This is an optimization exercise on Yosys and OpenROAD, whose aim is a short achievable clock period and few clock cycles, not a production implementation. In this exercise RTL edits were held to simulation tests only and were not proved equivalent to the original. No activity file was given, so power comes from the tool's default toggle rates.

<file path="flow/run.sh">
#!/bin/bash
# synth_recipe.tcl (not shown) runs the flow's synth.tcl, then flattens the netlist and writes it again
# the make line also repeats each setting of config.mk as NAME=value (left out here)
make -C /OpenROAD-flow-scripts/flow DESIGN_CONFIG=/design/flow/config.mk WORK_HOME=/design/flow/orfs CLKGATE_MAP_FILE= SYNTH_SCRIPT=/design/flow/synth_recipe.tcl finish
</file>
<file path="flow/config.mk">
export PLATFORM = sky130hd
export DESIGN_NAME = rv32
export DESIGN_NICKNAME = rv32
export VERILOG_FILES = /design/flow/design.v
export SDC_FILE = /design/flow/constraint.sdc
export NUM_CORES = 4
export LEC_CHECK = 0
export CAP_MARGIN = 40
export CORE_MARGIN = 2
export CORE_UTILIZATION = 40
export SETUP_SLACK_MARGIN = 5
export SLEW_MARGIN = 40
export SYNTH_HIERARCHICAL = 1
export TNS_END_PERCENT = 100
</file>
<file path="flow/constraint.sdc">
create_clock -name core_clock -period 11.0 [get_ports {i_clk}]
set_input_delay 2.2000 -clock core_clock [delete_from_list [all_inputs] [get_ports {i_clk}]]
set_output_delay 2.2000 -clock core_clock [all_outputs]
set_load 0.01 [all_outputs]
</file>
<file path="flow/design.v">
`default_nettype none
module rv32_bus(
	input		i_ack,
	input		busy,		 
	input		k_cont,		 
	input		k_stb,		 
	input		k_stb_idle,	 
	input	[19:0]	pte,
	input	[11:0]	cont_lo,
	input	[3:0]	cont_we,
	input	[31:0]	nc_addr,
	input	[3:0]	nc_we,
	input	[31:0]	h_addr,
	input	[3:0]	h_we,
	output		o_stb,
	output	[31:0]	o_addr,
	output	[3:0]	o_we
);
wire sel_c = busy & i_ack & k_cont;
wire sel_h = busy & ~(i_ack & k_stb);
assign o_stb  = busy ? (i_ack & k_stb) : k_stb_idle;
assign o_addr = sel_c ? {pte, cont_lo} : sel_h ? h_addr : nc_addr;
assign o_we   = sel_c ? cont_we : sel_h ? h_we : nc_we;
endmodule
module rv32_add(
	input	[31:0]	a,
	input	[31:0]	b,
	output	[31:0]	s
);
assign s = a + b;
endmodule
module rv32_rfr(
	input	[991:0]	regs,
	input	[4:0]	idx,
	output	[31:0]	q
);
wire [1023:0] all = {regs, 32'd0};
assign q = all[32*idx +: 32];
endmodule
module rv32_brc(
	input	[31:0]	a,
	input	[31:0]	b,
	input	[2:0]	f3,
	output		y
);
wire eq, ltu, lt;
rv32_cmp CMP(.a(a), .b(b), .eq(eq), .ltu(ltu), .lt(lt));
assign y = (f3 == 3'd0) ? eq : (f3 == 3'd1) ? ~eq : (f3 == 3'd4) ? lt : (f3 == 3'd5) ? ~lt :
           (f3 == 3'd6) ? ltu : (f3 == 3'd7) ? ~ltu : 1'b0;
endmodule
module rv32_cmp(
	input	[31:0]	a,
	input	[31:0]	b,
	output		eq,
	output		ltu,
	output		lt
);
wire [7:0] ge, gl;	 
genvar i;
generate for (i = 0; i < 8; i = i + 1) begin : G
	wire [3:0] x = a[4*i +: 4], z = b[4*i +: 4];
	assign ge[i] = (x == z);
	assign gl[i] = (~x[3] & z[3]) | ((x[3] ~^ z[3]) & ((~x[2] & z[2]) | ((x[2] ~^ z[2]) & ((~x[1] & z[1]) | ((x[1] ~^ z[1]) & ~x[0] & z[0])))));
end endgenerate
wire l_hi = gl[7] | ge[7] & (gl[6] | ge[6] & (gl[5] | ge[5] & gl[4]));
wire e_hi = &ge[7:4];
wire l_lo = gl[3] | ge[3] & (gl[2] | ge[2] & (gl[1] | ge[1] & gl[0]));
wire e_lo = &ge[3:0];
assign eq  = e_hi & e_lo;
assign ltu = l_hi | e_hi & l_lo;
assign lt  = (a[31] ^ b[31]) ? a[31] : ltu;
endmodule
module rv32_alu(
	input	[31:0]	a,
	input	[31:0]	b,
	input	[2:0]	f3,
	input		sub,
	input		arith,
	output	[31:0]	y
);
wire [31:0] plus = a + b;
wire [31:0] minus = a - b;
wire c_eq, c_ltu, c_lt;
rv32_cmp CMP(.a(a), .b(b), .eq(c_eq), .ltu(c_ltu), .lt(c_lt));
wire rsi = arith & a[31];
wire [63:0] srw = {{32{rsi}}, a} >> b[4:0];
wire [31:0] sr = srw[31:0];
wire [31:0] sl = a << b[4:0];
assign y = (f3 == 3'd0) ? (sub ? minus : plus) :
           (f3 == 3'd1) ? sl :
           (f3 == 3'd2) ? {31'd0, c_lt} :
           (f3 == 3'd3) ? {31'd0, c_ltu} :
           (f3 == 3'd4) ? a ^ b :
           (f3 == 3'd5) ? sr :
           (f3 == 3'd6) ? a | b : a & b;
endmodule
module rv32_tlbl(
	input	[19:0]	hi,
	input	[7:0]	v,
	input	[159:0]	vpn,
	input	[159:0]	vpp,
	input	[159:0]	vpm,
	input	[159:0]	ppn,
	output		h0,
	output		hp,
	output		hm,
	output	[19:0]	q0,
	output	[19:0]	qp,
	output	[19:0]	qm
);
wire [7:0] e0, ep, em;
genvar i;
generate for (i = 0; i < 8; i = i + 1) begin : E
	assign e0[i] = v[i] & (hi == vpn[20*i +: 20]);
	assign ep[i] = v[i] & (hi == vpm[20*i +: 20]);
	assign em[i] = v[i] & (hi == vpp[20*i +: 20]);
end endgenerate
function [19:0] sel8(input [7:0] h, input [159:0] p);
	integer k;
	begin
		sel8 = 20'd0;
		for (k = 0; k < 8; k = k + 1)
			sel8 = sel8 | ({20{h[k]}} & p[20*k +: 20]);
	end
endfunction
assign q0 = sel8(e0, ppn);
assign qp = sel8(ep, ppn);
assign qm = sel8(em, ppn);
assign h0 = |e0;
assign hp = |ep;
assign hm = |em;
endmodule
`default_nettype none
module rv32(
	input     		i_rst,
	input	 		i_clk,
	output [31:0]	o_addr,
	output [31:0]	o_dat_w,
	output 	[3:0]   o_we,
	input  [31:0]   i_dat_r,
	output	 		o_stb,
	output [1:0]	o_led,
	input      		i_ack,
	input      		i_mtip,
	input      		i_msip,
	input      		i_meip,
	input			i_seip
);
parameter RESET_ADDR       = 32'h00001000;
reg [1:0] privileged_mode;		 
assign o_led = privileged_mode;
reg        ir_v;
reg [31:0] ir;
reg [31:0] ir_pc;
reg [31:0] op1, op2;		 
reg [31:0] x_dva;		 
reg [31:0] x_tgt;		 
reg        x_taken;		 
reg [31:0] x_alub;		 
reg        x_mem, x_amo;	 
reg        x_isadd;		 
reg [31:0] x_taddr;		 
reg [31:0] nf_addr;		 
reg        x_bthit;		 
reg        bt_v;
reg [31:0] bt_tag, bt_tag4;
reg [31:0] bt_addr4;		 
reg [31:0] bt_word;
reg        bt_fill;		 
reg [3:0]  swm_q;		 
reg        x_started;		 
reg        d_wr;		 
reg        nb_v;
reg [31:0] nb;
reg [31:0] nb_pc;
reg [31:0] nb_op1, nb_op2;
reg        busy;		 
reg        b_fetch;		 
reg        b_kill;		 
reg [1:0]  b_ph;		 
reg        b_wr;
reg [31:0] h_addr;
reg [3:0]  h_we;
reg        f_act;		 
reg        f_paused;		 
reg [1:0]  f_nph;
reg [19:0] pte_sv;
reg [31:0] f_va;
reg [31:0] nf_va;		 
reg [31:0] amo_q;
reg [31:0] r_reg[31:1];
wire [7:0] instr_funct3 = 8'b00000001 << ir[14:12];
wire [31:0] instr_Uimm={    ir[31],   ir[30:12], {12{1'b0}}};
wire [31:0] instr_Iimm={{21{ir[31]}}, ir[30:20]};
wire [4:0] opc = ir[6:2];
wire instr_Load    =  (opc == 5'b00000);
wire instr_ALUimm  =  (opc == 5'b00100);
wire instr_AUIPC   =  (opc == 5'b00101);
wire instr_Store   =  (opc == 5'b01000);
wire instr_ALUreg  =  (opc == 5'b01100);
wire instr_LUI     =  (opc == 5'b01101);
wire instr_Branch  =  (opc == 5'b11000);
wire instr_JALR    =  (opc == 5'b11001);
wire instr_JAL     =  (opc == 5'b11011);
wire instr_SYSTEM  =  (opc == 5'b11100);
wire instr_Amoswap =  (opc == 5'b01011);
wire instr_Mem     =  instr_Load | instr_Store | instr_Amoswap;
wire [4:0] instr_rd  = ir[11:7];
wire [4:0] instr_rs2 = ir[24:20];
wire instr_ALU = instr_ALUimm | instr_ALUreg;
wire [31:0] alu_In1 = op1;
wire [31:0] alu_In2 = x_alub;
wire [31:0] alu_Out;
wire [31:0] x_sum;		 
rv32_add ADD_X(.a(op1), .b(x_alub), .s(x_sum));
rv32_alu ALU(.a(alu_In1), .b(alu_In2), .f3(ir[14:12]), .sub(ir[30] & ir[5]), .arith(ir[30]), .y(alu_Out));
function [15:0] ctl(input ack, input busy, input b_fetch, input b_kill, input b_last,
	input f_act, input f_paused, input nb_v, input ir_v, input mem, input x_started,
	input amo, input d_wr, input redirect, input d_rdy);
	reg ackb, free, ack_f, fin_fetch, cont_f, ack_d, fin_data, cont_d, sel_d, x_go, x_mem_done,
	    x_done, ir_free, data_new, f_cont, f_pause, cont, arr, nb_to_ir, arr_ir, arr_nb, nb_next,
	    f_busy_after, f_resume, f_new, stb, nbv;
	begin
		ackb      = ack & busy;
		free      = ~busy | ack;
		ack_f     = ackb & b_fetch & ~b_kill;
		fin_fetch = ack_f & b_last;
		cont_f    = ack_f & ~b_last;
		ack_d     = ackb & ~b_fetch;
		fin_data  = ack_d & b_last;
		cont_d    = ack_d & ~b_last;
		sel_d     = ir_v & mem & d_rdy & (~x_started | (amo & ~d_wr));
		x_go      = ir_v & ~mem;
		x_mem_done = fin_data & ~(amo & ~d_wr);
		x_done    = x_go | x_mem_done;
		ir_free   = ~ir_v | x_done;
		data_new  = free & sel_d & ~cont_d;
		f_cont    = cont_f & ~data_new & ~redirect;
		f_pause   = cont_f & data_new;
		cont      = cont_d | f_cont;
		arr       = fin_fetch & ~redirect;
		nbv       = nb_v & ~redirect;	 
		nb_to_ir  = nbv & ir_free;
		arr_ir    = arr & ir_free & ~nbv;
		arr_nb    = fin_fetch & ~(ir_free & ~nbv);
		nb_next   = (nbv & ~ir_free) | arr_nb;
		f_busy_after = f_act & ~fin_fetch & ~redirect;
		f_resume  = free & f_act & f_paused & ~data_new & ~cont_d & ~redirect;
		f_new     = free & ~data_new & ~cont_d & ~f_busy_after & ~nb_next;
		stb       = cont | data_new | f_resume | f_new;
		ctl = {stb, cont, cont_d, f_cont, f_pause, data_new, f_resume, f_new,
		       fin_fetch, fin_data, x_mem_done, x_done, ir_free, nb_to_ir, arr_ir, arr_nb};
	end
endfunction
wire redirect = ir_v & ~x_mem & x_taken;	 
wire bthit = redirect & x_bthit;	 
wire [31:0] x_rtgt = x_bthit ? bt_tag4 : x_tgt;
wire x_go     = ir_v & ~x_mem;		 
wire cA_stb, cA_cont, cA_cont_d, cA_f_cont, cA_f_pause, cA_data_new, cA_f_resume, cA_f_new,
     cA_fin_fetch, cA_fin_data, cA_x_mem_done, cA_x_done, cA_ir_free, cA_nb_to_ir, cA_arr_ir, cA_arr_nb;
wire cI_stb, cI_cont, cI_cont_d, cI_f_cont, cI_f_pause, cI_data_new, cI_f_resume, cI_f_new,
     cI_fin_fetch, cI_fin_data, cI_x_mem_done, cI_x_done, cI_ir_free, cI_nb_to_ir, cI_arr_ir, cI_arr_nb;
wire b_last = (b_ph == 2'd3);
assign {cA_stb, cA_cont, cA_cont_d, cA_f_cont, cA_f_pause, cA_data_new, cA_f_resume, cA_f_new,
        cA_fin_fetch, cA_fin_data, cA_x_mem_done, cA_x_done, cA_ir_free, cA_nb_to_ir, cA_arr_ir, cA_arr_nb} =
	ctl(1'b1, 1'b1, b_fetch, b_kill, b_last, f_act, f_paused, nb_v, ir_v, x_mem, x_started,
	    x_amo, d_wr, redirect, d_rdy);
assign {cI_stb, cI_cont, cI_cont_d, cI_f_cont, cI_f_pause, cI_data_new, cI_f_resume, cI_f_new,
        cI_fin_fetch, cI_fin_data, cI_x_mem_done, cI_x_done, cI_ir_free, cI_nb_to_ir, cI_arr_ir, cI_arr_nb} =
	ctl(1'b0, 1'b0, b_fetch, b_kill, b_last, f_act, f_paused, nb_v, ir_v, x_mem, x_started,
	    x_amo, d_wr, redirect, d_rdy);
wire ackc = busy & i_ack;		 
wire idle = ~busy;
wire c_stb        = ackc ? cA_stb        : idle & cI_stb;
wire c_cont       = ackc & cA_cont;
wire c_cont_d     = ackc & cA_cont_d;
wire c_f_cont     = ackc & cA_f_cont;
wire c_f_pause    = ackc & cA_f_pause;
wire c_data_new   = ackc ? cA_data_new   : idle & cI_data_new;
wire c_f_resume   = ackc ? cA_f_resume   : idle & cI_f_resume;
wire c_f_new      = ackc ? cA_f_new      : idle & cI_f_new;
wire fin_fetch    = ackc & cA_fin_fetch;
wire fin_data     = ackc & cA_fin_data;
wire x_mem_done   = ackc & cA_x_mem_done;
wire x_done       = ackc ? cA_x_done     : x_go;
wire ir_free      = ackc ? cA_ir_free    : (~ir_v | x_go);
wire nb_to_ir     = nb_v & ~redirect & ir_free;
wire arr_ir       = ackc & cA_arr_ir;
wire arr_nb       = ackc & cA_arr_nb;
wire amo_rd_done  = fin_data & instr_Amoswap & ~d_wr;
wire x_mem_start  = c_data_new & ~x_started;
wire load_store_byteAccess     = ir[13:12] == 2'b00;
wire load_store_halfwordAccess = ir[13:12] == 2'b01;
wire [15:0] load_halfword = x_dva[1] ? i_dat_r[31:16] : i_dat_r[15:0];
wire  [7:0] load_byte     = x_dva[0] ? load_halfword[15:8] : load_halfword[7:0];
wire load_sign = !ir[14] & (load_store_byteAccess ? load_byte[7] : load_halfword[15]);
wire [31:0] load_data     = load_store_byteAccess ? {{24{load_sign}},     load_byte} :
                            load_store_halfwordAccess ? {{16{load_sign}}, load_halfword} :  i_dat_r;
wire [31:0] pc_plus4 = ir_pc + 4;
wire [11:0] instr_csr = ir[31:20];
wire instr_ECALL = instr_SYSTEM & instr_funct3[0] & (ir[31:20]==12'h000) & x_go;
wire instr_MRET  = instr_SYSTEM & instr_funct3[0] & (ir[31:20]==12'h302) & x_go;
wire instr_SRET  = instr_SYSTEM & instr_funct3[0] & (ir[31:20]==12'h102) & x_go;
wire instr_CSRW  = instr_SYSTEM & (ir[14:12] != 0) & x_go;
wire exception_csr = instr_CSRW & |(instr_csr[9:8] & ~privileged_mode);
wire csr_write = instr_CSRW & ~exception_csr;
wire [31:0] CSR_read;
wire [31:0] CSR_modifier = ir[14] ? {27'd0, ir[19:15]} : op1;
wire [31:0] CSR_write = (ir[13:12] == 2'b10) ? CSR_modifier | CSR_read  :
                        (ir[13:12] == 2'b11) ? ~CSR_modifier & CSR_read :
                                               CSR_modifier ;
wire instr_Jump = x_taken;
wire [31:0] csr_stvec, csr_mepc, csr_sepc, csr_mtvec;
wire [31:0] PC_new   =   instr_ECALL ? csr_stvec :
						 instr_JALR ? {x_sum[31:1],1'b0} :
                         instr_Jump ? x_tgt :
                         instr_MRET ? csr_mepc :
                         instr_SRET ? csr_sepc :
                         pc_plus4;
wire [31:0] writeBackData  =
      (instr_SYSTEM                ? CSR_read    : 32'b0) |
      (instr_LUI                   ? instr_Uimm  : 32'b0) |
      (instr_ALU                   ? alu_Out     : 32'b0) |
      (instr_AUIPC                 ? x_tgt       : 32'b0) |
      (instr_JALR | instr_JAL      ? pc_plus4    : 32'b0) ;
wire wb_x   = x_go & ~instr_Branch & (instr_rd != 5'd0);
wire amo_w  = instr_Amoswap & d_wr;
wire d_wen  = amo_w ? (instr_rs2 != 5'd0) : ((instr_Load | instr_Amoswap) & (instr_rd != 5'd0));
wire       w_en  = wb_x | (fin_data & d_wen);
wire [4:0] w_idx = amo_w ? instr_rs2 : instr_rd;
wire [31:0] w_dat = wb_x ? writeBackData : amo_w ? amo_q : load_data;
always @(posedge i_clk)
	if (w_en) r_reg[w_idx] <= w_dat;
always @(posedge i_clk)
	if (amo_rd_done) amo_q <= load_data;
wire sel_satp = (instr_csr == 12'h180);
wire [31:0] csr_mip, csr_mie, csr_mideleg, csr_sip, csr_sie, csr_satp;
reg r_mie, r_sie;
wire interrupt_m = x_done & (|(csr_mip & csr_mie & ~csr_mideleg)) & (~privileged_mode[1] | (privileged_mode[1]&r_mie));
wire interrupt_s = x_done & (|(csr_sip & csr_sie )) & (~privileged_mode[0] | (~privileged_mode[1]&privileged_mode[0]&r_sie));
wire cur_pg = csr_satp[31] & ~privileged_mode[1];
wire x_hit = (x_dva[11:2] == pc_plus4[11:2]) | cur_pg & ((x_dva[11:2] == pc_plus4[21:12]) | (x_dva[11:2] == pc_plus4[31:22]));
wire lr_now = interrupt_m | interrupt_s |
              instr_ECALL | instr_MRET | instr_SRET | (x_go & instr_JALR) | (csr_write & sel_satp & ~privileged_mode[1]) | instr_SFENCE_VMA |
              (x_mem_done & d_wr & x_hit);
wire [31:0] lr_target = interrupt_m ? csr_mtvec : interrupt_s ? csr_stvec : PC_new;
wire d_rdy   = 1'b1;
wire sel_d   = ir_v & x_mem & (~x_started | (x_amo & ~d_wr));
wire sel_res = ~sel_d & f_act & f_paused;
wire sel_r   = ~sel_d & ~sel_res & redirect;
wire sel_n   = ~sel_d & ~sel_res & ~redirect;
wire [31:0] d_addr = ~cur_pg ? x_dva : {csr_satp[19:0], x_dva[31:22], 2'b00};
wire [31:0] a_res  = {pte_sv, (f_nph == 2'd2) ? {f_va[21:12], 2'b00} : f_va[11:0]};
wire [31:0] nc_addr = sel_d ? d_addr : sel_res ? a_res : sel_r ? (x_bthit ? bt_addr4 : x_taddr) : nf_addr;
wire d_wr_now = instr_Store | (instr_Amoswap & x_started);
wire [3:0] nc_we = (sel_d & d_wr_now & ~cur_pg) ? swm_q : 4'd0;
wire [1:0] nc_ph = sel_res ? f_nph : cur_pg ? 2'd1 : 2'd3;
wire [31:0] cont_va = b_fetch ? f_va : x_dva;
wire [11:0] cont_lo = (b_ph == 2'd1) ? {cont_va[21:12], 2'b00} : cont_va[11:0];
wire [3:0]  cont_we = (b_ph == 2'd2 & b_wr) ? swm_q : 4'd0;
rv32_bus BUS(.i_ack(i_ack), .busy(busy), .k_cont(cA_cont), .k_stb(cA_stb), .k_stb_idle(cI_stb),
	.pte(i_dat_r[29:10]), .cont_lo(cont_lo), .cont_we(cont_we), .nc_addr(nc_addr), .nc_we(nc_we),
	.h_addr(h_addr), .h_we(h_we), .o_stb(o_stb), .o_addr(o_addr), .o_we(o_we));
assign o_dat_w[ 7: 0] = op2[7:0];
assign o_dat_w[15: 8] = x_dva[0] ? op2[7:0]  : op2[15: 8];
assign o_dat_w[23:16] = x_dva[1] ? op2[7:0]  : op2[23:16];
assign o_dat_w[31:24] = x_dva[0] ? op2[7:0]  :
                        x_dva[1] ? op2[15:8] : op2[31:24];
always @(posedge i_clk)
	if (i_rst) begin
		busy <= 0;
		b_kill <= 0;
	end else if (c_stb) begin
		busy    <= 1;
		b_fetch <= ~(c_cont_d | c_data_new);
		b_ph    <= c_cont ? b_ph + 2'd1 : nc_ph;
		b_wr    <= c_cont ? b_wr : (c_data_new & d_wr_now);
		b_kill  <= ~(c_cont_d | c_data_new) & lr_now;
		h_addr  <= o_addr;
		h_we    <= o_we;
	end else begin
		if (ackc) busy <= 0;
		b_kill <= b_kill | lr_now | redirect;
	end
wire c_fetch_iss = c_stb & ~(c_cont_d | c_data_new);
wire [1:0] c_ph  = c_cont ? b_ph + 2'd1 : nc_ph;
wire [31:0] new_va = redirect ? x_rtgt : nf_va;
wire [31:0] fva_iss = c_f_new ? new_va : f_va;
wire lr_ok = x_go & instr_JALR & ~interrupt_m & ~interrupt_s & (x_sum[31:12] == ir_pc[31:12]);
wire [31:0] nf_va_n = i_rst ? RESET_ADDR : lr_now ? lr_target : c_f_new ? new_va + 4 : redirect ? x_rtgt : nf_va;
wire pg_n = satp_n[31] & ~priv_n[1];
always @(posedge i_clk)
	nf_addr <= ~pg_n ? nf_va_n : {satp_n[19:0], nf_va_n[31:22], 2'b00};
always @(posedge i_clk)
	if (i_rst) begin
		f_act <= 0;
		f_paused <= 0;
		nf_va <= RESET_ADDR;
	end else if (lr_now) begin
		f_act <= 0;
		f_paused <= 0;
		nf_va <= lr_target;
	end else begin
		if (c_f_new) begin
			f_act <= 1;
			f_paused <= 0;
			f_va <= new_va;
			nf_va <= new_va + 4;
		end else if (redirect) begin
			f_act <= 0;
			f_paused <= 0;
			nf_va <= x_rtgt;
		end else if (fin_fetch) begin
			f_act <= 0;
		end else if (c_f_pause) begin
			f_paused <= 1;
			f_nph <= b_ph + 2'd1;
			pte_sv <= i_dat_r[29:10];
		end else if (c_f_resume) begin
			f_paused <= 0;
		end
	end
wire c_wr_iss = c_stb & (c_cont_d | c_data_new) & (c_ph == 2'd3) & (c_cont ? b_wr : d_wr_now);
wire instr_SFENCE_VMA = instr_SYSTEM & instr_funct3[0] & (ir[31:25]==7'h09) & x_go;
genvar gi;
wire in_jal = (inw[6:2] == 5'b11011) & (inw[11:7] != 5'd0);
wire btw_needd  = (bt_word[6:2] == 5'b00000) | (bt_word[6:2] == 5'b01000) | (bt_word[6:2] == 5'b01011);
wire btw_branch = (bt_word[6:2] == 5'b11000);
wire bt_haz = in_jal & ((btw_needd | btw_branch) & (bt_word[19:15] == inw[11:7]) |
                        btw_branch & (bt_word[24:20] == inw[11:7]));
wire bt_inval = c_wr_iss & ((x_dva[11:2] == bt_tag[11:2]) | (x_dva[11:2] == bt_tag[21:12]) | (x_dva[11:2] == bt_tag[31:22]));
wire bt_take  = bt_fill & fin_fetch & ~redirect & (f_va[11:2] != 10'h3ff);
wire bt_change = bt_inval | bt_take | lr_now;
always @(posedge i_clk)
	if (i_rst | lr_now) begin
		bt_v <= 0;
		bt_fill <= 0;
	end else begin
		if (redirect & ~x_bthit) bt_fill <= 1;
		else if (fin_fetch) bt_fill <= 0;
		if (bt_take) begin
			bt_v    <= 1;
			bt_tag  <= f_va;
			bt_tag4 <= nf_va;
			bt_word <= i_dat_r;
			bt_addr4 <= nf_va;
		end else if (bt_inval) bt_v <= 0;
	end
wire [4:0] rs1_in = i_dat_r[19:15];
wire [4:0] rs2_in = i_dat_r[24:20];
wire [991:0] rf_flat;
generate for (gi = 1; gi < 32; gi = gi + 1) begin : RF
	assign rf_flat[32*gi-32 +: 32] = r_reg[gi];
end endgenerate
wire [31:0] rf1, rf2;
rv32_rfr RF1(.regs(rf_flat), .idx(rs1_in), .q(rf1));
rv32_rfr RF2(.regs(rf_flat), .idx(rs2_in), .q(rf2));
wire [31:0] rd1 = (rs1_in == 5'd0) ? 32'd0 : (wb_x & (instr_rd == rs1_in)) ? writeBackData : rf1;
wire [31:0] rd2 = (rs2_in == 5'd0) ? 32'd0 : (wb_x & (instr_rd == rs2_in)) ? writeBackData : rf2;
wire [31:0] nb_op1_s = (w_en & (w_idx == nb[19:15])) ? w_dat : nb_op1;
wire [31:0] nb_op2_s = (w_en & (w_idx == nb[24:20])) ? w_dat : nb_op2;
wire [31:0] bt_rf1, bt_rf2;
rv32_rfr RF3(.regs(rf_flat), .idx(bt_word[19:15]), .q(bt_rf1));
rv32_rfr RF4(.regs(rf_flat), .idx(bt_word[24:20]), .q(bt_rf2));
wire [31:0] bt_rd1 = (wb_x & (instr_rd == bt_word[19:15]) & (bt_word[19:15] != 5'd0)) ? writeBackData : bt_rf1;
wire [31:0] bt_rd2 = (wb_x & (instr_rd == bt_word[24:20]) & (bt_word[24:20] != 5'd0)) ? writeBackData : bt_rf2;
wire [31:0] inw = bthit ? bt_word : nb_v ? nb : i_dat_r;
wire [31:0] inpc = bthit ? bt_tag : nb_v ? nb_pc : f_va;
wire [31:0] in1 = bthit ? bt_rd1 : nb_v ? nb_op1_s : rd1;	 
wire [31:0] in2 = bthit ? bt_rd2 : nb_v ? nb_op2_s : rd2;
wire [31:0] in1_d = bthit ? bt_rf1 : nb_v ? nb_op1 : rf1;	 
wire [31:0] in2_d = bthit ? bt_rf2 : nb_v ? nb_op2 : rf2;
wire [31:0] inw_I = {{21{inw[31]}}, inw[30:20]};
wire [31:0] inw_S = {{21{inw[31]}}, inw[30:25], inw[11:7]};
wire [31:0] inw_B = {{20{inw[31]}}, inw[7], inw[30:25], inw[11:8], 1'b0};
wire [31:0] inw_J = {{12{inw[31]}}, inw[19:12], inw[20], inw[30:21], 1'b0};
wire [31:0] inw_U = {inw[31:12], 12'd0};
wire inw_store = (inw[6:2] == 5'b01000);
wire inw_amo   = (inw[6:2] == 5'b01011);
wire [31:0] inw_immA = inw_store ? inw_S : inw_amo ? 32'd0 : inw_I;
wire [31:0] inw_immT = inw[3] ? inw_J : inw[4] ? inw_U : inw_B;
wire [31:0] in_tgt;
wire [31:0] arr_I = {{21{i_dat_r[31]}}, i_dat_r[30:20]};
wire [31:0] arr_S = {{21{i_dat_r[31]}}, i_dat_r[30:25], i_dat_r[11:7]};
wire [31:0] arr_immA = (i_dat_r[6:2] == 5'b01000) ? arr_S : (i_dat_r[6:2] == 5'b01011) ? 32'd0 : arr_I;
wire [31:0] nb_I = {{21{nb[31]}}, nb[30:20]};
wire [31:0] nb_S = {{21{nb[31]}}, nb[30:25], nb[11:7]};
wire [31:0] nb_immA = (nb[6:2] == 5'b01000) ? nb_S : (nb[6:2] == 5'b01011) ? 32'd0 : nb_I;
wire [31:0] arr_dva, nb_dva;
rv32_add ADD_DA(.a(rf1), .b(arr_immA), .s(arr_dva));
rv32_add ADD_DN(.a(nb_op1), .b(nb_immA), .s(nb_dva));
wire [31:0] bt_I = {{21{bt_word[31]}}, bt_word[30:20]};
wire [31:0] bt_S = {{21{bt_word[31]}}, bt_word[30:25], bt_word[11:7]};
wire [31:0] bt_immA = (bt_word[6:2] == 5'b01000) ? bt_S : (bt_word[6:2] == 5'b01011) ? 32'd0 : bt_I;
wire [31:0] bt_dva;
rv32_add ADD_DB(.a(bt_rf1), .b(bt_immA), .s(bt_dva));
wire [31:0] in_dva = bthit ? bt_dva : nb_v ? nb_dva : arr_dva;
rv32_add ADD_T(.a(inpc), .b(inw_immT), .s(in_tgt));
wire in_pred;
wire x_addw = wb_x & x_isadd;
wire [31:0] in1_b = (x_addw & (instr_rd == inw[19:15])) ? x_sum : in1_d;
wire [31:0] in2_b = (x_addw & (instr_rd == inw[24:20])) ? x_sum : in2_d;
rv32_brc BRC(.a(in1_b), .b(in2_b), .f3(inw[14:12]), .y(in_pred));
wire in_taken = (inw[6:2] == 5'b11011) | ((inw[6:2] == 5'b11000) & in_pred);
wire in_byte = inw[13:12] == 2'b00;
wire in_half = inw[13:12] == 2'b01;
wire [3:0] in_wmask = in_byte ?
							(in_dva[1] ? (in_dva[0] ? 4'b1000 : 4'b0100) :
							             (in_dva[0] ? 4'b0010 : 4'b0001)) :
						in_half ?
							(in_dva[1] ? 4'b1100 : 4'b0011) :
							4'b1111;
wire inw_branch = (inw[6:2] == 5'b11000);
wire inw_needd  = (inw[6:2] == 5'b00000) | inw_store | inw_amo;
wire in_haz = inw_needd & w_en & (w_idx == inw[19:15]) |
              inw_branch & w_en & ~x_addw & ((w_idx == inw[19:15]) | (w_idx == inw[24:20]));
wire ir_load  = bthit | (nb_to_ir | arr_ir) & ~in_haz;
wire nb_take  = nb_to_ir & ~in_haz;
wire arr_to_nb = arr_nb | (arr_ir & in_haz);
wire inw_alureg = (inw[6:2] == 5'b01100);
always @(posedge i_clk)
	if (i_rst | lr_now) begin
		ir_v <= 0;
		nb_v <= 0;
		x_started <= 0;
	end else begin
		if (c_data_new) x_started <= 1;
		if (ir_free) begin
			x_started <= 0;
			ir_v <= ir_load;
		end
		if (ir_load) begin
			ir    <= inw;
			ir_pc <= inpc;
			op1   <= in1;
			op2   <= in2;
			x_alub <= inw_alureg ? in2 : inw_I;
			x_mem <= (inw[6:2] == 5'b00000) | inw_store | inw_amo;
			x_amo <= inw_amo;
			x_isadd <= ((inw[6:2] == 5'b00100) | inw_alureg) & (inw[14:12] == 3'd0) & ~(inw[30] & inw[5]);
			x_dva <= in_dva;
			x_tgt <= in_tgt;
			x_taken <= in_taken;
			x_taddr <= ~cur_pg ? in_tgt : {csr_satp[19:0], in_tgt[31:22], 2'b00};
			x_bthit <= ~cur_pg & bt_v & (in_tgt == bt_tag) & ~bt_haz & ~bt_change;
			swm_q <= in_wmask;
			d_wr  <= inw_store;
		end else if (c_data_new & x_amo & x_started)
			d_wr  <= 1;
		if (nb_take | redirect) nb_v <= 0;
		if (arr_to_nb) begin
			nb_v   <= 1;
			nb     <= i_dat_r;
			nb_pc  <= f_va;
			nb_op1 <= rd1;
			nb_op2 <= rd2;
		end else if (nb_v) begin
			nb_op1 <= nb_op1_s;
			nb_op2 <= nb_op2_s;
		end
	end
wire [1:0] priv_n =
	i_rst ? 2'b11 :
	interrupt_m ? 2'b11 :
	interrupt_s ? 2'b01 :
	instr_ECALL ? 2'b01 :
	instr_MRET ? r_mpp :
	(instr_SRET & ~privileged_mode[1]) ? {1'b0,r_spp} : privileged_mode;
always @(posedge i_clk)
	privileged_mode <= priv_n;
always @(posedge i_clk)
	if (i_rst) r_sie <= 0;
	else if (interrupt_m) r_sie <= r_sie;
	else if (interrupt_s) r_sie <= 0;
	else if (csr_write & sel_mstatus) r_sie <= CSR_write[1];
	else if (csr_write & sel_sstatus) r_sie <= CSR_write[1];
always @(posedge i_clk)
	if (i_rst) r_mie <= 0;
	else if (interrupt_m) r_mie <= 0;
	else if (interrupt_s) r_mie <= r_mie;
	else if (csr_write & sel_mstatus) r_mie <= CSR_write[3];
reg r_spie;
always @(posedge i_clk)
	if (i_rst) r_spie <= 0;
	else if (interrupt_m) r_spie <= r_spie;
	else if (interrupt_s) r_spie <= r_sie;
reg r_mpie;
always @(posedge i_clk)
	if (i_rst) r_mpie <= 0;
	else if (interrupt_m) r_mpie <= r_mie;
	else if (interrupt_s) r_mpie <= r_mpie;
	else if (csr_write & sel_mstatus) r_mpie <= CSR_write[7];
reg r_spp;
always @(posedge i_clk)
	if (i_rst) r_spp <= 0;
	else if (interrupt_m) r_spp <= r_spp;
	else if (interrupt_s) r_spp <= privileged_mode[0];
	else if (csr_write & sel_mstatus) r_spp <= CSR_write[8];
	else if (csr_write & sel_sstatus) r_spp <= CSR_write[8];
reg [1:0] r_mpp;
always @(posedge i_clk)
	if (i_rst) r_mpp <= 0;
	else if (interrupt_m) r_mpp <= privileged_mode;
	else if (interrupt_s) r_mpp <= r_mpp;
	else if (instr_MRET) r_mpp <= 0;
	else if (csr_write & sel_mstatus) r_mpp <= CSR_write[12:11];
wire sel_mstatus = (instr_csr == 12'h300);
wire [31:0] csr_mstatus={19'd0,r_mpp,2'b00,r_spp,r_mpie,1'b0,r_spie,1'b0,r_mie,1'b0,r_sie,1'b0};
wire [31:0] csr_sstatus={19'd0,2'b00,2'b00,r_spp,1'b0,1'b0,r_spie,1'b0,1'b0,1'b0,r_sie,1'b0};
wire sel_sstatus = (instr_csr == 12'h100);
reg  [31:0] r_medeleg;
wire sel_medeleg = (instr_csr == 12'h302);
always @(posedge i_clk)
	if (i_rst) r_medeleg <= 0;
	else if (csr_write & sel_medeleg) r_medeleg <= CSR_write[31:0];
reg  [31:0] r_mideleg;
wire sel_mideleg = (instr_csr == 12'h303);
always @(posedge i_clk)
	if (i_rst) r_mideleg <= 0;
	else if (csr_write & sel_mideleg) r_mideleg <= CSR_write[31:0] & 32'b00000000000000000000_0010_0010_0010;
assign csr_mideleg = r_mideleg;
reg [31:0] r_mie_csr;
wire sel_mie = (instr_csr == 12'h304);
wire sel_sie = (instr_csr == 12'h104);
always @(posedge i_clk)
	if (i_rst) r_mie_csr <= 0;
	else if (csr_write & sel_mie) r_mie_csr <= CSR_write;
	else if (csr_write & sel_sie) r_mie_csr <= (r_mie_csr & ~csr_mideleg) | (CSR_write & csr_mideleg);
assign csr_mie = r_mie_csr;
assign csr_sie = csr_mie & csr_mideleg;
reg r_ssip;
reg r_stip;
reg r_seip;
wire sel_mip = (instr_csr == 12'h344);
wire sel_sip = (instr_csr == 12'h144);
assign csr_mip = {20'd0,i_meip,1'b0,r_seip|i_seip,1'b0,i_mtip,1'b0,r_stip,1'b0,i_msip,1'b0,r_ssip,1'b0};
always @(posedge i_clk)
	if (i_rst) r_ssip <= 0;
	else if (csr_write & sel_mip) r_ssip <= CSR_write[1];
	else if (csr_write & sel_sip & csr_mideleg[1]) r_ssip <= CSR_write[1];
always @(posedge i_clk)
	if (i_rst) r_stip <= 0;
	else if (csr_write & sel_mip) r_stip <= CSR_write[5];
always @(posedge i_clk)
	if (i_rst) r_seip <= 0;
	else if (csr_write & sel_mip) r_seip <= CSR_write[9];
assign csr_sip = csr_mip & csr_mideleg;
reg  [31:0] r_mtvec;
wire sel_mtvec   = (instr_csr == 12'h305);
always @(posedge i_clk)
	if (i_rst) r_mtvec <= 0;
	else if (csr_write & sel_mtvec) r_mtvec <= CSR_write[31:0];
assign csr_mtvec = r_mtvec;
reg  [31:0] r_stvec;
wire sel_stvec   = (instr_csr == 12'h105);
always @(posedge i_clk)
	if (i_rst) r_stvec <= 0;
	else if (csr_write & sel_stvec) r_stvec <= CSR_write[31:0];
assign csr_stvec = r_stvec;
reg  [31:0] csr_mscratch;
wire sel_mscratch= (instr_csr == 12'h340);
always @(posedge i_clk)
	if (i_rst) csr_mscratch <= 0;
	else if (csr_write & sel_mscratch) csr_mscratch <= CSR_write[31:0];
reg  [31:0] csr_sscratch;
wire sel_sscratch= (instr_csr == 12'h140);
always @(posedge i_clk)
	if (i_rst) csr_sscratch <= 0;
	else if (csr_write & sel_sscratch) csr_sscratch <= CSR_write[31:0];
reg  [31:0] r_mepc;
wire sel_mepc    = (instr_csr == 12'h341);
always @(posedge i_clk)
	if (i_rst) r_mepc <= 0;
	else if (interrupt_m) r_mepc <= PC_new;
	else if (interrupt_s) r_mepc <= r_mepc;
	else if (csr_write & sel_mepc) r_mepc <= CSR_write[31:0];
assign csr_mepc = r_mepc;
reg  [31:0] r_sepc;
wire sel_sepc    = (instr_csr == 12'h141);
always @(posedge i_clk)
	if (i_rst) r_sepc <= 0;
	else if (interrupt_m) r_sepc <= r_sepc;
	else if (interrupt_s) r_sepc <= PC_new;
	else if (instr_ECALL) r_sepc <= ir_pc;
	else if (csr_write & sel_sepc) r_sepc <= CSR_write[31:0];
assign csr_sepc = r_sepc;
reg  [31:0] csr_mcause;
wire sel_mcause  = (instr_csr == 12'h342);
always @(posedge i_clk)
	if (i_rst) csr_mcause <= 0;
	else if (interrupt_m) csr_mcause <= csr_mip[7]? {1'b1,31'd7}: csr_mip[11]? {1'b1,31'd11}:csr_mip[9]?{1'b1,31'd9}:32'd42;
reg  [31:0] csr_scause;
wire sel_scause  = (instr_csr == 12'h142);
always @(posedge i_clk)
	if (i_rst) csr_scause <= 0;
	else if (interrupt_m) csr_scause <= csr_scause;
	else if (interrupt_s) csr_scause <= csr_mip[1]? {1'b1,31'd1}: csr_mip[9]?{1'b1,31'd9}:32'd41;
	else if (instr_ECALL) csr_scause <= 32'd8;
reg  [31:0] csr_mtval;
wire sel_mtval   = (instr_csr == 12'h343);
always @(posedge i_clk)
	if (i_rst) csr_mtval <= 0;
	else if (csr_write & sel_mtval) csr_mtval <= CSR_write[31:0];
reg  [31:0] csr_stval;
wire sel_stval   = (instr_csr == 12'h143);
always @(posedge i_clk)
	if (i_rst) csr_stval <= 0;
	else if (csr_write & sel_stval) csr_stval <= CSR_write[31:0];
reg  [31:0] r_satp;
wire [31:0] satp_n = i_rst ? 32'd0 : (csr_write & sel_satp) ? CSR_write[31:0] : r_satp;
always @(posedge i_clk)
	r_satp <= satp_n;
assign csr_satp = r_satp;
reg  [63:0] csr_cycles;
wire sel_cycles  = (instr_csr == 12'hC00);
wire sel_cyclesh = (instr_csr == 12'hC80);
always @(posedge i_clk)
	if(i_rst) csr_cycles <= 0;
	else csr_cycles <= csr_cycles + 1;
assign CSR_read =
     (sel_sstatus ? csr_sstatus         : 32'b0) |
     (sel_sie     ? csr_sie             : 32'b0) |
     (sel_stvec   ? csr_stvec           : 32'b0) |
     (sel_sscratch? csr_sscratch        : 32'b0) |
     (sel_sepc    ? csr_sepc            : 32'b0) |
     (sel_scause  ? csr_scause          : 32'b0) |
     (sel_stval   ? csr_stval           : 32'b0) |
     (sel_sip     ? csr_sip             : 32'b0) |
     (sel_satp    ? csr_satp            : 32'b0) |
     (sel_mstatus ? csr_mstatus         : 32'b0) |
     (sel_medeleg ? r_medeleg           : 32'b0) |
     (sel_mideleg ? csr_mideleg         : 32'b0) |
     (sel_mie     ? csr_mie             : 32'b0) |
     (sel_mtvec   ? csr_mtvec           : 32'b0) |
     (sel_mscratch? csr_mscratch        : 32'b0) |
     (sel_mepc    ? csr_mepc            : 32'b0) |
     (sel_mcause  ? csr_mcause          : 32'b0) |
     (sel_mtval   ? csr_mtval           : 32'b0) |
     (sel_mip     ? csr_mip             : 32'b0) |
     (sel_cycles  ? csr_cycles[31:0]    : 32'b0) |
     (sel_cyclesh ? csr_cycles[63:32]   : 32'b0) ;
endmodule
</file>
==> summary.txt <==
* Outcome: complete, no violations
* Tot Pwr at roughly 21 mW
* Port Buffers at between 100 and 150
* Clk latency of the worst-skew pair at 1.02 ns
* VDD IR max at around 0.00015 V
* Hold Crit Class: flip-flop to flip-flop
* Worst Tran Pin Value at between 1 and 1.5 ns
* Yosys warning total at 7
* Initial DRC count at about 24000
* Per-cell routed wire length at between 30 and 40 um
* Tot GR Track Use at 0.3830
* Post-Syn Nets at around 14000
* Slew margin rel. at 0.3097
* Clk buf depth at 4
* Routed via count at 131900
* CP peak stage delay at between 0.7 and 0.8 ns
* Row cnt at 221
* First-pass GRT wire length at just under 1000 mm
* GR Overflow Total at 0
* Die H at 606.3 um
* Post-DP HPWL at between 400 and 500 mm
* Psw at 6.229 mW
* Critical Path, Cell by Cell: clkdlybuf4s15_2 -> and4b_1 -> a21o_1 -> o211ai_1 -> buf_4 -> nand2_1 -> a2111oi_1 -> nor2_1 -> mux2i_1 -> o22ai_1
* Vias in the first global route at around 120k
* Crit path required time at ~12 ns
* H-tree levels at 4
* LEAKAGE at slightly below 60 nW
* Int Pwr at 14.96 mW
* Ports at 110
* Most frequent cells in the layout: 1602 x edfxtp_1, 1477 x nand2_1, 844 x mux4_2
* Layout Nets at approximately 14000
* Syn Area/Cell at 10.71 um^2
* Number of flip-flops in the largest register at slightly below 1000
* Crit end category: flip-flop
* Initial core utilization at 0.4011
* Final min period at 6.207 ns
* CP delay by family, top: compound AO/OA/AOI/OAI gates
* Sink Count at ~2100
* Switching part of the total at 0.2940
* RSZ-0062 raised after global routing: true
* Commonest non-fill, non-tap cell in the layout: edfxtp_1
* Setup TNS at 0 ns
* Area Overhead vs Synth at 16.74%
* Crit start category: input pin
* Pin count of the biggest net entering global routing at approximately 140
* Fillers at between 30000 and 40000
* Combinational power share at 0.174
* CP arrival at ~7 ns
* Die Area at roughly 370000 um^2
* Post-synthesis cell count at ~14000
* Netlist Area Pre-Place at ~150000 um^2
* Iteration count of the initial detailed-routing pass at 13
* PwrDens at 125.1 nW/um^2
* Detail Route Antenna Nets at 0
* Reg power frac at 0.421
* Critical path's slowest cell: a2111oi_1
* WS Path Type: input pin to flip-flop
* Tcrit/Tclk final at 0.5643
* Clock slew seen by the registers of the worst setup and hold paths at roughly 0.06 ns
* Max Clock Skew at between 0.1 and 0.15 ns
* Placer congestion estimate at between 1 and 1.5
* Clock power frac at 0.405
* Initial antenna violation count at 50
* WL final at 741.9 mm
* CORE AREA at 361700 um^2
* Share of cells above drive strength 1 at 0.2315
* Vias per std cell at just over 7
* CTS tree: built
* Fmax at 161.1 MHz
* Setup-failing EPs final at 0
* CP max FO at 38
* CP bufs+invs at 2
* Final Hold Fails at 0
* Clock root cell: clkbuf_16
* Width of the die at between 600 and 700 um
* Total count of max-transition violations in the final report at 0
* Post-route DRC at 0
* Number of max-cap violations at 0
* Cts bufs inserted at around 240
==> final timing paths <==
| kind | cells past startpoint | slack, ns | endpoint | start |
|---|---|---|---|---|
| max | 10 | 4.79 | nf_addr[9] | i_ack |
| min | 0 | 0.43 | bt_addr4[22] | nf_va[22] |
| max reg2reg | 11 | 4.82 | op1[2] | ir[12] |
| min reg2reg | 0 | 0.43 | bt_addr4[22] | nf_va[22] |
==> metal layers <==
metal / GRT usage / vias to the layer above / routed length, um
met5: 0 / - / 93
met4: 0.3021 / 14 / 73710
met3: 0.1181 / 2842 / 104400
met2: 0.5568 / 11420 / 308600
met1: 0.4714 / 64730 / 255100
li1: - / 52880 / -
==> area by class of cell <==
class / instances / area, um^2 / area share
diodes: 31 / 77.57 / 0.0004580
clock inverters: 141 / 1662 / 0.009810
flip-flops and latches: 2115 / 58380 / 0.3447
clock buffers: 305 / 6510 / 0.03843
well taps: 4794 / 5998 / 0.03541
repair buffers: 995 / 10680 / 0.06306
multi-input cells: 10060 / 85100 / 0.5024
inverters: 250 / 967.2 / 0.005710
==> worst register-to-register path, cell delays in order (launching register included) <==
cell      delay (ns)
edfxtp_1        0.43
buf_12          0.20
inv_2           0.74
nand2_1         0.50
nor2_1          0.77
a32oi_2         0.37
a222oi_1        0.78
mux2i_1         0.19
a21oi_1         0.60
inv_2           0.49
mux2i_1         0.33
o221ai_1        0.39
==> metrics by stage <==
step                      cell area, um^2  cells  utilization  hold slack, ns  setup slack [ns]
after global placement             152300  17850       0.4212          0.4105             2.619
after floorplan                    145300  13540            -          0.4044             2.794
final                              169400  18690       0.4683          0.4289             4.793
after CTS                          165600  18480       0.4579          0.4304             4.885
after global routing               169300  18660       0.4681          0.4374             4.807
after detailed placement           153300  17880       0.4240          0.4157             2.635
==> what timing repair did <==
action,4_1_cts,5_1_grt
endpoints found under the setup margin,772,579
gates resized for setup,492,419
cloned,39,35
hold buffers,0,0
buffers inserted,122,135
hold endpoints to repair,0,0
pin swaps,78,117
==> power groups by stage <==
stage	sequential [mW]	clock (mW)	combinational, mW
2_1_floorplan	9.02	0	1.78
3_3_place_gp	9.09	0	3.05
6_report	8.92	8.59	3.68
4_1_cts	8.91	8.58	3.31
3_5_place_dp	9.08	0	3.10
5_1_grt	8.92	8.87	3.74
Testbench counts, summed over its fixed seeds: cycles 118,107.

afterwards: timing with drivers on the ports:
Ports are ideal in the flow. The routed layout listed here was re-timed in OpenROAD. Step 1, drivers: a clkbuf_16 drives i_clk and a buf_2 each remaining input, both assumed. Step 2 moves the port delays by t, midway between the first and last clock arrival at a register: inputs arrive t later, outputs are due t later. That takes back most of the time a late clock gives input paths. Three values: ideal, step 1, step 2; two values: the first two.
t (ns): 1.087
setup WS [ns]: 4.793 / 4.514 / 3.428
hold WS [ns]: 0.429 / 0.429 / 0.429
latest minus earliest clock arrival (ns): 0.109 / 0.109
After both steps this run still meets setup and hold. The setup slack of this run moves by -0.279 ns with the drivers and by -1.365 ns with both steps.
